Background: an optimization exercise with open tools, aiming at small area. Do not read the settings as production practice.
Function was checked by simulation only, so behaviour that the tests miss may differ from the original.
The flow treats the clock pin as an ideal source, which a real chip does not have.
Power figures rest on the tool's default switching activity, not on a simulated workload.

===== design/flow/flow/run.sh =====
#!/bin/bash
# Layout flow: the standard ORFS flow (standard.sh) with changes that only affect
# cell area:
#  * synthesis uses the standard synthesis script, except that ABC maps the combinational
#    logic with an area-oriented script (flow/abc_area.script) and adders are left to ABC
#    (ADDER_MAP_FILE empty); flip-flop mapping (dfflibmap) and everything else is
#    unchanged, so the registers are the same;
#  * ports are buffered with sky130_fd_sc_hd__buf_1 instead of the default buffer;
#  * the clock tree is 4 balanced buffers (buf_4), each driving the flip-flops of one
#    group of nearby flip-flops, inserted before CTS (flow/clkins_hook.tcl), in place
#    of TritonCTS's H-tree.
set -euo pipefail
here=$(pwd)
sed 's#log_cmd abc {\*}\$abc_args#log_cmd abc {*}[lreplace $abc_args 1 1 '"$here"'/flow/abc_area.script]#' \
    "$FLOW_HOME/scripts/synth.tcl" > "$here/area_synth_core.tcl"
grep -q 'abc_area.script' "$here/area_synth_core.tcl"
sed "s#\$::env(SCRIPTS_DIR)/synth.tcl#$here/area_synth_core.tcl#" synth_recipe.tcl > "$here/area_synth.tcl"
grep -q 'area_synth_core.tcl' "$here/area_synth.tcl"
bash standard.sh SYNTH_SCRIPT="$here/area_synth.tcl" ADDER_MAP_FILE= \
    "BUFFER_PORTS_ARGS=-buffer_cell sky130_fd_sc_hd__buf_1" \
    PRE_CTS_TCL="$here/flow/clkins_hook.tcl" \
    finish > "$here/flow_make.log" 2>&1
test -f out/final.def

===== design/flow/flow/abc_area.script =====
strash
dch -f
amap -F 4 -A 4

===== design/flow/flow/clkins_hook.tcl =====
# PRE_CTS hook: drive the clock sinks through NK buffers of type BUF, one per group of
# nearby sinks, in place of TritonCTS's H-tree; the clock port then drives only those
# buffers. clock_tree_synthesis is then told to skip these nets.
set K [expr {[info exists ::env(CLK_NK)] ? $::env(CLK_NK) : 4}]
set BUF [expr {[info exists ::env(CLK_BUF)] ? $::env(CLK_BUF) : "sky130_fd_sc_hd__buf_4"}]
set block [ord::get_db_block]
set net [$block findNet user_clk]
set pts {}
foreach it [$net getITerms] {
  set bb [[$it getInst] getBBox]
  lappend pts [list "[[$it getInst] getName]/[[$it getMTerm] getName]" [expr {([$bb xMin]+[$bb xMax])/2}] [expr {([$bb yMin]+[$bb yMax])/2}]]
}
proc split2 {pts idx} {
  set s [lsort -integer -index $idx $pts]
  set h [expr {[llength $s]/2}]
  return [list [lrange $s 0 [expr {$h-1}]] [lrange $s $h end]]
}
if {$K == 1} { set groups [list $pts]
} elseif {$K == 2} { set groups [split2 $pts 1]
} elseif {$K == 3} {
  set s [lsort -integer -index 1 $pts]; set n [llength $s]; set a [expr {$n/3}]; set b [expr {2*$n/3}]
  set groups [list [lrange $s 0 [expr {$a-1}]] [lrange $s $a [expr {$b-1}]] [lrange $s $b end]]
} else {
  set groups {}
  foreach g [split2 $pts 1] { foreach h [split2 $g 2] { lappend groups $h } }
}
set dbu [$block getDbUnitsPerMicron]
set gi 0
foreach g $groups {
  set sx 0; set sy 0; set pins {}
  foreach p $g { lappend pins [get_pins [lindex $p 0]]; set sx [expr {$sx+[lindex $p 1]}]; set sy [expr {$sy+[lindex $p 2]}] }
  set n [llength $g]
  insert_buffer -buffer_cell $BUF -net user_clk -load_pins $pins \
    -location [list [expr {$sx/$n/double($dbu)}] [expr {$sy/$n/double($dbu)}]] \
    -buffer_name clkbuf_leaf_$gi -net_name clknet_leaf_$gi
  incr gi
}
set skip {}
foreach it [$net getITerms] {
  set onet [[[$it getInst] findITerm X] getNet]
  $onet setSigType CLOCK
  lappend skip [$onet getName]
}
$net setSigType CLOCK
lappend skip user_clk
puts "clock buffers: $gi x $BUF; nets $skip"
set_cts_config -skip_nets $skip

===== design/flow/standard.sh =====
#!/bin/bash
# synth_recipe.tcl (not shown) runs the flow's synth.tcl, then flattens the netlist and writes it again
# the make line also repeats each setting of config.mk as NAME=value (left out here)
make -C /OpenROAD-flow-scripts/flow DESIGN_CONFIG=/design/flow/config.mk WORK_HOME=/design/flow/orfs CLKGATE_MAP_FILE= SYNTH_SCRIPT=/design/flow/synth_recipe.tcl "${@:-finish}"

===== design/flow/config.mk =====
export PLATFORM = sky130hd
export DESIGN_NAME = m_spi
export DESIGN_NICKNAME = m_spi
export VERILOG_FILES = /design/flow/design.v
export SDC_FILE = /design/flow/constraint.sdc
export NUM_CORES = 4
export LEC_CHECK = 0
export CAP_MARGIN = 20
export CORE_MARGIN = 2
export CORE_UTILIZATION = 40
export PLACE_DENSITY = 0.9
export SLEW_MARGIN = 20

===== design/flow/constraint.sdc =====
create_clock -name core_clock -period 5.0 [get_ports {user_clk}]
set_input_delay 1.0000 -clock core_clock [delete_from_list [all_inputs] [get_ports {user_clk}]]
set_output_delay 1.0000 -clock core_clock [all_outputs]
set_load 0.01 [all_outputs]

===== design/flow/design.v =====
module m_spi # (
    parameter   [31:00]         USER_CLK_RATE    = 32'd100_000_000  ,
    parameter   [31:00]         SPI_CLK_RATE     = 32'd2_500_000    ,
    parameter   [00:00]         MCS_VALID_LEVEL  = 0                ,
    parameter   [01:00]         SCK_MODE         = 2'b01            ,
    parameter   [15:00]         AWIDTH           = 16               ,
    parameter   [15:00]         DWIDTH           = 8
) (
    input                       user_clk                            ,
    input                       user_rst                            ,
    input                       i_rd_evt                            ,
    input                       i_wr_evt                            ,
    input       [DWIDTH-1:0]    i_wr_data                           ,
    input       [AWIDTH-1:0]    i_addr                              ,
    output reg                  o_rd_evt                            ,
    output reg  [DWIDTH-1:0]    o_rd_data                           ,
    output                      o_rw_done_evt                       ,
    output reg                  mcs                                 ,
    output reg                  sclk                                ,
    output                      mosi                                ,
    input                       miso
);
    localparam integer RING_N = 23;
    localparam integer RING_T = 22;
    localparam integer RING_W = 21;
    reg                 busy     ;  
    reg     [4:0]       cnt_div  ;  
    reg     [4:0]       cnt_bit  ;  
    reg                 rw_mode  ;  
    reg     [RING_N-1:0] ring    ;
    reg                 mosi_q   ;
    wire    idle     = ~busy;
    wire    div_last  = cnt_div[4] & ~cnt_div[1] & ~cnt_div[0];              
    wire    div_first = ~cnt_div[2] & ~cnt_div[1] & ~cnt_div[0];             
    wire    half_end = busy & div_last;
    wire    fall     = half_end & sclk;
    wire    at_end   = cnt_bit[4] & cnt_bit[3] & cnt_bit[0];     
    wire    closing  = busy & at_end;
    wire    fall_25  = cnt_bit[4] & cnt_bit[3];                              
    wire    bit_zero = (cnt_bit == 5'd0);
    wire    sample   = busy & sclk & div_first & (cnt_bit[4:1] != 4'd0);
    wire    req      = i_wr_evt | i_rd_evt;
    wire    [4:0] cnt_bit_nx = idle ? 5'd0 : cnt_bit + {4'd0, fall};
    assign  o_rw_done_evt = idle & mcs & at_end;
    assign  mosi = busy & (bit_zero ? rw_mode : mosi_q);
    wire    [23:0]  frame = {i_addr, i_wr_data & {8{~i_rd_evt}}};    
    reg     [RING_N-1:0] ring_ld;
    integer k;
    always @(*) begin
        ring_ld = {RING_N{1'b0}};
        for (k = 2; k <= 24; k = k + 1)
            ring_ld[(RING_T + 1 + 80 * RING_N - 40 * k) % RING_N] = frame[24 - k];
    end
    integer p;
    integer j;
    always @(posedge user_clk) begin
        cnt_bit <= cnt_bit_nx;
        cnt_div <= idle | div_last ? 5'd0 : {cnt_div[3:0], ~(cnt_div[4] ^ cnt_div[1])};
        if (idle)
            rw_mode <= i_rd_evt;
        if (idle)
            mosi_q <= frame[23];
        else if (fall & ~bit_zero)
            mosi_q <= ~fall_25 & ring[RING_T];
        for (p = 0; p < RING_N; p = p + 1)
            if (idle)
                ring[p] <= ring_ld[p];
            else if (p == RING_W && sample)
                ring[p] <= miso;
            else
                ring[p] <= ring[(p + RING_N - 1) % RING_N];
    end
    always @(posedge user_clk or posedge user_rst) begin
        if (user_rst) begin
            busy          <= 1'b0;
            sclk          <= 1'b0;
            mcs           <= 1'b0;
            o_rd_evt      <= 1'b0;
            o_rd_data     <= 8'h0;
        end else begin
            busy          <= idle ? req : ~at_end;
            sclk          <= sclk ^ half_end;
            mcs           <= idle ? ~i_wr_evt : (cnt_bit[4] & cnt_bit[3] & (cnt_bit[0] | fall));
            o_rd_evt      <= o_rw_done_evt & rw_mode;
            if (closing & rw_mode)
                for (j = 18; j <= 25; j = j + 1)
                    o_rd_data[25 - j] <= ring[(RING_W + 1019 + 80 * RING_N - 40 * j) % RING_N];
        end
    end
endmodule

==> results.sh, run 1 <==
export IMPL_post_route_min_period_ns=2.69
export IMPL_period_share_pct=53.7
export IMPL_netlist_instances=133
export IMPL_crit_path_end_kind="output port"
export IMPL_postRouteAntennaNets=0
export IMPL_drv_slew=0
export IMPL_worstPathMaxFanout=28
export IMPL_syn_avg_cell_area_um2=11.8
export IMPL_path_cells="clkinv_1 > nand3_1 > clkinv_1 > buf_1"
export IMPL_relSlewSlack_pct=41.2
export IMPL_fin_nets=210
export IMPL_wire_per_inst_um=13.6
export IMPL_synth_seq_cells=47
export IMPL_clkLatencyLatePin_ns=0.14
export IMPL_hold_viol_final=0
export IMPL_num_io_pins=42
export IMPL_worst_setup_path_start_kind="flip-flop"
export IMPL_outcome="finished clean"
export IMPL_n_antenna_cell=0
export IMPL_synth_distinct_cells=21
export IMPL_rsz0062_at_grt="no"
export IMPL_timing_fmax_ghz=0.372
export IMPL_gp_congestion=0.811
export IMPL_grt_max_degree=38
export IMPL_cp_slowest_cell="dfrtp_1"
export IMPL_grt_pass1_wl_um=5120
export IMPL_hp_class="reg2reg"
export IMPL_ctsHoldBuffers=0
export IMPL_required_ns=4.00
export IMPL_drive_gt1_share_pct=2.79
export IMPL_die_h_um=66.7
export IMPL_maxCapViolations=0
export IMPL_core_area_um2=3720
export IMPL_dr_pass1_iters=4
export IMPL_track_usage_pct=14.3
export IMPL_hpwlAfterDp_um=2250
export IMPL_layout_commonest_cell="buf_1"
export IMPL_portBuffers=41
export IMPL_cpMostUsedCell="clkinv_1"
export IMPL_finalWirelength_um=3090
export IMPL_drc=0
export IMPL_first_global_vias=1182
export IMPL_n_fill_cell=361
export IMPL_syn_area_um2=1570
export IMPL_start_util_pct=42.3
export IMPL_setup_viol=0
export IMPL_synth_nets=162
export IMPL_ctsResizeCount=0
export IMPL_instances_no_fill=227
export IMPL_regArea_um2=1020
export IMPL_ys_warn_count=1
export IMPL_multiInputGateArea_um2=500
export IMPL_rows=22
export IMPL_drt_iter0_drc=30
export IMPL_fin_skew_ns=0.00420
export IMPL_cp_buffers_inverters=3
export IMPL_cp_data_arrival_time_ns=1.69
export IMPL_clkTransAtPathRegs_ns=0.10
export IMPL_antenna_found_initial=0
export IMPL_cp_slowest_stage_delay_ns=0.93
export IMPL_final_cell_mix="buf_1 (41), dfxtp_1 (33), o22a_1 (22), clkinv_1 (13), dfrtp_1 (12)"
export IMPL_leakagePower_nw=0.688
export IMPL_post_cts_repair_setup_buffers=0
export IMPL_path_delay_family="flip-flops"
export IMPL_dp_cells=223
export IMPL_die_x_um=66.7
export IMPL_worst_slew_pin_slew_ns=0.883
export IMPL_die_area_um2=4440
export IMPL_seq_area_frac_synth_pct=65.0
export IMPL_grt_overflow=0
export IMPL_tns_ns=0
export IMPL_power_density_nw_per_um2=442
export IMPL_viasPerCell=5.27
export IMPL_synthToLayoutAreaGrowth_pct=16.0
export IMPL_critical_path_class="reg2out"
export IMPL_vias=1197
export IMPL_ir_drop_v=0.000166
-- cells by family after synthesis --
logic type / Yosys count / share of synthesized area [%]
AND/OR/NAND/NOR: 31 / 9.24
flip-flops: 47 / 65.0
buffers and inverters: 13 / 3.11
AO/OA/AOI/OAI: 42 / 22.6
-- power by group --
| group | internal [mW] | total (mW) | switching [mW] |
|---|---|---|---|
| combinational | 0.0799 | 0.152 | 0.0725 |
| clock | 0.0422 | 0.130 | 0.0881 |
| sequential | 0.475 | 0.522 | 0.0467 |
| total | 0.597 | 0.805 | 0.207 |
-- worst reg2reg max path, cell delays in order (launching register included) --
cell      delay (ns)
dfrtp_1         0.93
clkinv_1        0.27
buf_4           0.32
nor3_1          0.25
nand2_1         0.26
clkinv_1        0.23
o22a_1          0.16
-- Yosys cell counts --
master,instances,share of area (%)
and3_1,1,0.40
dfxtp_1,33,42
nor4_1,2,0.80
a211oi_1,2,0.96
o21ai_0,3,0.96
o32ai_1,1,0.56
edfxtp_1,2,3.8
a221oi_1,1,0.56
a21oi_1,2,0.64
dfrtp_1,12,19
or2_0,1,0.40
nand3_1,1,0.32
o22a_1,22,12
nor2_1,11,2.6
a22oi_1,2,0.96
nor2b_1,4,1.6
or3_1,1,0.40
nor3_1,4,1.3
nand2_1,6,1.4
a32o_1,9,5.7
clkinv_1,13,3.1
-- stage by stage --
| stage | setup slack, ns | hold slack (ns) | cell area [um2] | power [mW] | utilization [%] |
|---|---|---|---|---|---|
| global placement | 2.54 | 0.416 | 1790 | 0.674 | 48.2 |
| detailed placement | 2.47 | 0.422 | 1790 | 0.684 | 48.2 |
| floorplan | 2.12 | 0.413 | 1570 | 0.636 | - |
| finish | 2.31 | 0.445 | 1820 | 0.805 | 49.0 |
| CTS | 2.47 | 0.423 | 1820 | 0.785 | 49.0 |
| global route | 2.12 | 0.456 | 1820 | 0.858 | 49.0 |
-- sequential cells by signal, summed over array words and instances, names as in the netlist --
register / flops
ring: 23
o_rd_data: 8
cnt_bit: 5
cnt_div: 5
busy: 1
mcs: 1
mosi_q: 1
o_rd_evt: 1
rw_mode: 1
sclk: 1
-- routing by layer --
layer  part of all wire [%]  up-vias  wire, um  GRT usage, %
met2                     45       40      1400          24.5
met1                     47      558      1460          19.2
met4                    1.0        0        31          2.30
met5                      0        -         0             0
met3                    6.7        4       206          2.36
li1                       -      595         -             -
-- cell type report, clock buffers not listed --
cell class / count / area share [%]
sequential: 47 / 56.0
tap: 48 / 3.30
multi-input combinational: 73 / 27.5
inverter: 13 / 2.68
timing repair buffer: 42 / 8.86
-- final timing paths --
path | from | end | slack (ns) | cells after the start
hold / removal | ring[0] | ring[1] | 0.44 | 1
min in group asynchronous | user_rst | o_rd_data[0] | 0.77 | 2
setup / recovery | busy | o_rw_done_evt | 2.31 | 4
setup reg to reg | busy | o_rd_data[0] | 2.53 | 6
max in group asynchronous | user_rst | busy | 3.99 | 2
hold reg to reg | ring[0] | ring[1] | 0.44 | 1
==> inputs of run 2 (changes only) <==
--- a/design/flow/design.v
+++ b/design/flow/design.v
@@ -17,7 +17,7 @@
     output                      o_rw_done_evt                       ,
     output reg                  mcs                                 ,
     output reg                  sclk                                ,
-    output                      mosi                                ,
+    output reg                  mosi                                ,
     input                       miso
 );
     localparam integer RING_N = 23;
@@ -28,7 +28,7 @@
     reg     [4:0]       cnt_bit  ;  
     reg                 rw_mode  ;  
     reg     [RING_N-1:0] ring    ;
-    reg                 mosi_q   ;
+    reg                 bit0     ;  
     wire    idle     = ~busy;
     wire    div_last  = cnt_div[4] & ~cnt_div[1] & ~cnt_div[0];              
     wire    div_first = ~cnt_div[2] & ~cnt_div[1] & ~cnt_div[0];             
@@ -36,32 +36,28 @@
     wire    fall     = half_end & sclk;
     wire    at_end   = cnt_bit[4] & cnt_bit[3] & cnt_bit[0];     
     wire    closing  = busy & at_end;
+    wire    fall_24  = cnt_bit[4] & cnt_bit[2] & cnt_bit[1] & cnt_bit[0];   
     wire    fall_25  = cnt_bit[4] & cnt_bit[3];                              
-    wire    bit_zero = (cnt_bit == 5'd0);
-    wire    sample   = busy & sclk & div_first & (cnt_bit[4:1] != 4'd0);
+    wire    sample   = busy & sclk & div_first & (cnt_bit != 5'd0);
     wire    req      = i_wr_evt | i_rd_evt;
     wire    [4:0] cnt_bit_nx = idle ? 5'd0 : cnt_bit + {4'd0, fall};
     assign  o_rw_done_evt = idle & mcs & at_end;
-    assign  mosi = busy & (bit_zero ? rw_mode : mosi_q);
     wire    [23:0]  frame = {i_addr, i_wr_data & {8{~i_rd_evt}}};    
     reg     [RING_N-1:0] ring_ld;
     integer k;
     always @(*) begin
         ring_ld = {RING_N{1'b0}};
-        for (k = 2; k <= 24; k = k + 1)
-            ring_ld[(RING_T + 1 + 80 * RING_N - 40 * k) % RING_N] = frame[24 - k];
+        for (k = 1; k <= 23; k = k + 1)
+            ring_ld[(RING_T + 1 + 40 * RING_N - 40 * k) % RING_N] = frame[24 - k];
     end
     integer p;
-    integer j;
     always @(posedge user_clk) begin
         cnt_bit <= cnt_bit_nx;
         cnt_div <= idle | div_last ? 5'd0 : {cnt_div[3:0], ~(cnt_div[4] ^ cnt_div[1])};
-        if (idle)
+        if (idle) begin
             rw_mode <= i_rd_evt;
-        if (idle)
-            mosi_q <= frame[23];
-        else if (fall & ~bit_zero)
-            mosi_q <= ~fall_25 & ring[RING_T];
+            bit0    <= frame[0];
+        end
         for (p = 0; p < RING_N; p = p + 1)
             if (idle)
                 ring[p] <= ring_ld[p];
@@ -75,16 +71,21 @@
             busy          <= 1'b0;
             sclk          <= 1'b0;
             mcs           <= 1'b0;
+            mosi          <= 1'b0;
             o_rd_evt      <= 1'b0;
             o_rd_data     <= 8'h0;
         end else begin
             busy          <= idle ? req : ~at_end;
             sclk          <= sclk ^ half_end;
             mcs           <= idle ? ~i_wr_evt : (cnt_bit[4] & cnt_bit[3] & (cnt_bit[0] | fall));
+            if (idle)
+                mosi <= i_rd_evt;
+            else if (fall)
+                mosi <= ~fall_25 & (fall_24 ? bit0 : ring[RING_T]);
             o_rd_evt      <= o_rw_done_evt & rw_mode;
             if (closing & rw_mode)
-                for (j = 18; j <= 25; j = j + 1)
-                    o_rd_data[25 - j] <= ring[(RING_W + 1019 + 80 * RING_N - 40 * j) % RING_N];
+                for (k = 18; k <= 25; k = k + 1)
+                    o_rd_data[25 - k] <= ring[(RING_W + 1019 + 40 * RING_N - 40 * k) % RING_N];
         end
     end
 endmodule
==> design/flow/flow/abc_area.script (replaced) <==
strash
dch
amap
==> run 2 against run 1 <==
Effect of this change: worst setup slack better by 0.049 ns; via count up 3.4%; sequential share of layout area is 0.087 points lower; first-iteration DRC count is 10% higher; clock skew grew 0.0015 ns; synthesized cell count grew 11%; fmax grew 1.8%; final area rose by 2.6%; sequential power is 17% higher; sequential cell count rose by 1; final cell count rose by 7.0%; clock power about the same.
==> results.sh, run 2 <==
export IMPL_outcome="finished clean"
export IMPL_fin_area_um2=1870
export IMPL_seq_area_frac_synth_pct=64.8
export IMPL_rsz0062_at_grt="no"
export IMPL_finalWirelength_um=3200
export IMPL_drt_iter0_drc=33
export IMPL_fin_ws_ns=2.36
export IMPL_die_area_um2=4560
export IMPL_ir_drop_v=0.000231
export IMPL_async_flop_share_pct=27.1
export IMPL_fin_nets=224
export IMPL_synth_nets=176
export IMPL_regArea_um2=1050
export IMPL_p_sw_share_pct=29.9
export IMPL_hp_class="reg2reg"
export IMPL_n_fill_cell=366
export IMPL_yosys_area_top_type="dfxtp_1"
export IMPL_drc=0
export IMPL_intPower_mw=0.694
export IMPL_portBuffers=41
export IMPL_post_place_ws_ns=2.38
export IMPL_timing_fmax_ghz=0.379
export IMPL_clock_power_share_pct=13.3
export IMPL_synth_edf_count=2
export IMPL_synthToLayoutAreaGrowth_pct=15.7
export IMPL_num_io_pins=42
export IMPL_cp_slowest_stage_delay_ns=0.90
export IMPL_largest_reg_flops=23
export IMPL_top_usage_layer="met2"
export IMPL_post_cts_repair_setup_buffers=0
export IMPL_postRouteAntennaNets=0
export IMPL_top_regs="ring x23, o_rd_data x8"
export IMPL_crit_path_end_kind="flip-flop"
export IMPL_period_share_pct=52.7
export IMPL_drv_slew=0
export IMPL_yosys_top_cells_count="dfxtp_1 (33), a22o_1 (17), clkinv_1 (16), dfrtp_1 (13), nor2_1 (13)"
export IMPL_final_cell_mix="buf_1 (41), dfxtp_1 (33), a22o_1 (17), clkinv_1 (16)"
export IMPL_grtUsageMet1_pct=19.2
export IMPL_first_global_vias=1148
export IMPL_vias=1238
export IMPL_n_antenna_cell=0
export IMPL_worst_setup_path_start_kind="flip-flop"
export IMPL_setup_viol=0
export IMPL_gp_congestion=0.763
export IMPL_required_ns=5.07
export IMPL_ctsHoldBuffers=0
export IMPL_layout_commonest_cell="buf_1"
export IMPL_ys_warn_count=1
export IMPL_netlist_area_leader_share_pct=40.9
export IMPL_wire_per_inst_um=13.1
export IMPL_dr_pass1_iters=4
export IMPL_ys_flop_type="dfxtp_1"
export IMPL_relSlewSlack_pct=44.8
export IMPL_core_area_um2=3940
export IMPL_grt_pass1_wl_um=5180
export IMPL_drive_gt1_share_pct=2.59
export IMPL_synth_seq_cells=48
export IMPL_hpwlAfterDp_um=2360
export IMPL_grt_max_degree=38
export IMPL_syn_avg_cell_area_um2=11.0
export IMPL_p_switching_mw=0.296
export IMPL_regMostFlops="ring"
export IMPL_rows=23
export IMPL_fin_skew_ns=0.00566
export IMPL_leakagePower_nw=0.726
export IMPL_cp_slowest_cell="dfrtp_1"
export IMPL_synth_area_leaders="dfxtp_1 (41%), dfrtp_1 (20%), a22o_1 (9.2%)"
export IMPL_track_usage_pct=14.4
export IMPL_hold_viol_final=0
export IMPL_die_h_um=67.5
export IMPL_synth_most_common_cell="dfxtp_1"
export IMPL_cp_data_arrival_time_ns=2.71
export IMPL_seq_power_share_pct=61.9
export IMPL_synth_distinct_cells=20
export IMPL_grt_overflow=0
export IMPL_die_x_um=67.5
export IMPL_final_core_util_pct=47.4
export IMPL_grt_util_met2_pct=25.4
export IMPL_viasPerCell=5.09
export IMPL_ctsResizeCount=0
export IMPL_power_total_mw=0.990
export IMPL_pwr_share_comb_pct=24.8
export IMPL_worstPathMaxFanout=37
export IMPL_clkLatencyLatePin_ns=0.14
export IMPL_power_density_nw_per_um2=529
export IMPL_syn_area_um2=1620
export IMPL_antenna_found_initial=0
export IMPL_maxCapViolations=0
export IMPL_placed_cell_area_um2=1840
export IMPL_critical_path_class="reg2reg"
export IMPL_path_cells="clkinv_1 > buf_4 > nor3_1 > nand2_1 > clkinv_1 > and3_1 > nand2_1 > nor2_1 > nor2_1 > a211oi_1"
export IMPL_multiInputGateArea_um2=509
export IMPL_worst_slew_pin_slew_ns=0.827
export IMPL_netlist_instances=147
export IMPL_start_util_pct=41.0
export IMPL_met3_usage_pct=1.83
export IMPL_post_route_min_period_ns=2.64
export IMPL_tns_ns=0
export IMPL_clkTransAtPathRegs_ns=0.11
run 2: cell types whose count changed in the layout (fill, tap and decap cells not counted), moves of 2 or more:
cell and delta:
nand4_1 +2, clkinv_1 +3, a32o_1 -2, a22o_1 +17
o22ai_1 +4, nor2_1 +2, nor4_1 -2, o22a_1 -22
o21ai_0 +7, nand2_1 +6
run 2: kinds of logic after synthesis:
group / count (synthesis) / synth area share, %
buffers and inverters: 16 / 3.72
AOI/OAI and AO/OA: 45 / 21.1
and+or+nand+nor: 38 / 10.5
DFF: 48 / 64.8
run 2: routing by layer:
metal | vias up | part of all wire, %
met4 | 0 | 1.2
met5 | - | 0
li1 | 626 | -
met2 | 50 | 47
met1 | 557 | 44
met3 | 5 | 7.8
run 2: path summary, 6_finish.rpt:
path / to / slack [ns] / cells past startpoint / startpoint
setup / recovery: cnt_bit[4] / 2.36 / 10 / busy
hold / removal: cnt_div[3] / 0.45 / 2 / cnt_div[2]
setup reg to reg: cnt_bit[4] / 2.36 / 10 / busy
hold reg to reg: cnt_div[3] / 0.45 / 2 / cnt_div[2]
max in group asynchronous: o_rd_data[0] / 3.98 / 2 / user_rst
min in group asynchronous: o_rd_data[3] / 0.77 / 2 / user_rst
run 2: area by class of cell, clock buffers not listed:
type / count / area share (%)
flip-flops and latches: 48 / 56.0
multi-input cells: 83 / 27.2
repair buffers: 42 / 8.63
well taps: 50 / 3.35
inverters: 16 / 3.21
run 2: critical path: cells and delay by family (launching register included):
kind	cells	cell delay, ns
DFF	1	0.90
buffers and inverters	3	0.61
AOI/OAI and AO/OA	1	0.19
and+or+nand+nor	6	0.87
run 2: through the flow:
step / instances / hold WS [ns]
finish: 243 / 0.451
global route: 243 / 0.475
CTS: 243 / 0.433
detailed placement: 239 / 0.433
global placement: 239 / 0.425
floorplan: 147 / 0.404
run 2: power by group through the flow:
stage | Clock, mW | Sequential (mW) | Combinational [mW]
2_1_floorplan | 0 | 0.601 | 0.181
3_3_place_gp | 0 | 0.613 | 0.239
3_5_place_dp | 0 | 0.619 | 0.249
4_1_cts | 0.100 | 0.621 | 0.250
5_1_grt | 0.153 | 0.625 | 0.283
6_report | 0.132 | 0.613 | 0.245

==> what the ideal ports hide <==
Ports are ideal in the flow. The routed layouts listed here were re-timed in OpenROAD. Step 1 (the two cells are an assumption about what drives the block):
set clk [get_ports {user_clk}]
set_driving_cell -lib_cell sky130_fd_sc_hd__clkbuf_16 $clk
set_driving_cell -lib_cell sky130_fd_sc_hd__buf_2 [delete_from_list [all_inputs] $clk]
Step 2 times the ports against the registers' clock, not the clock port: input delays grow and output delays shrink by t, the midpoint of the rising clock arrivals with the driver on. Three values: ideal, step 1, step 2; two values: the first two.
run | t (ns) | setup WS [ns] | worst hold slack (ns) | latest minus earliest clock arrival (ns) | pins driven straight from the clock port
run 1 | 0.182 | 2.315 / 2.272 / 2.454 | 0.445 / 0.445 / 0.445 | 0.004 / 0.005 | 4
run 2 | 0.190 | 2.363 / 2.352 / 2.363 | 0.451 / 0.451 / 0.451 | 0.006 / 0.005 | 4
After both steps every run listed still meets setup and hold.
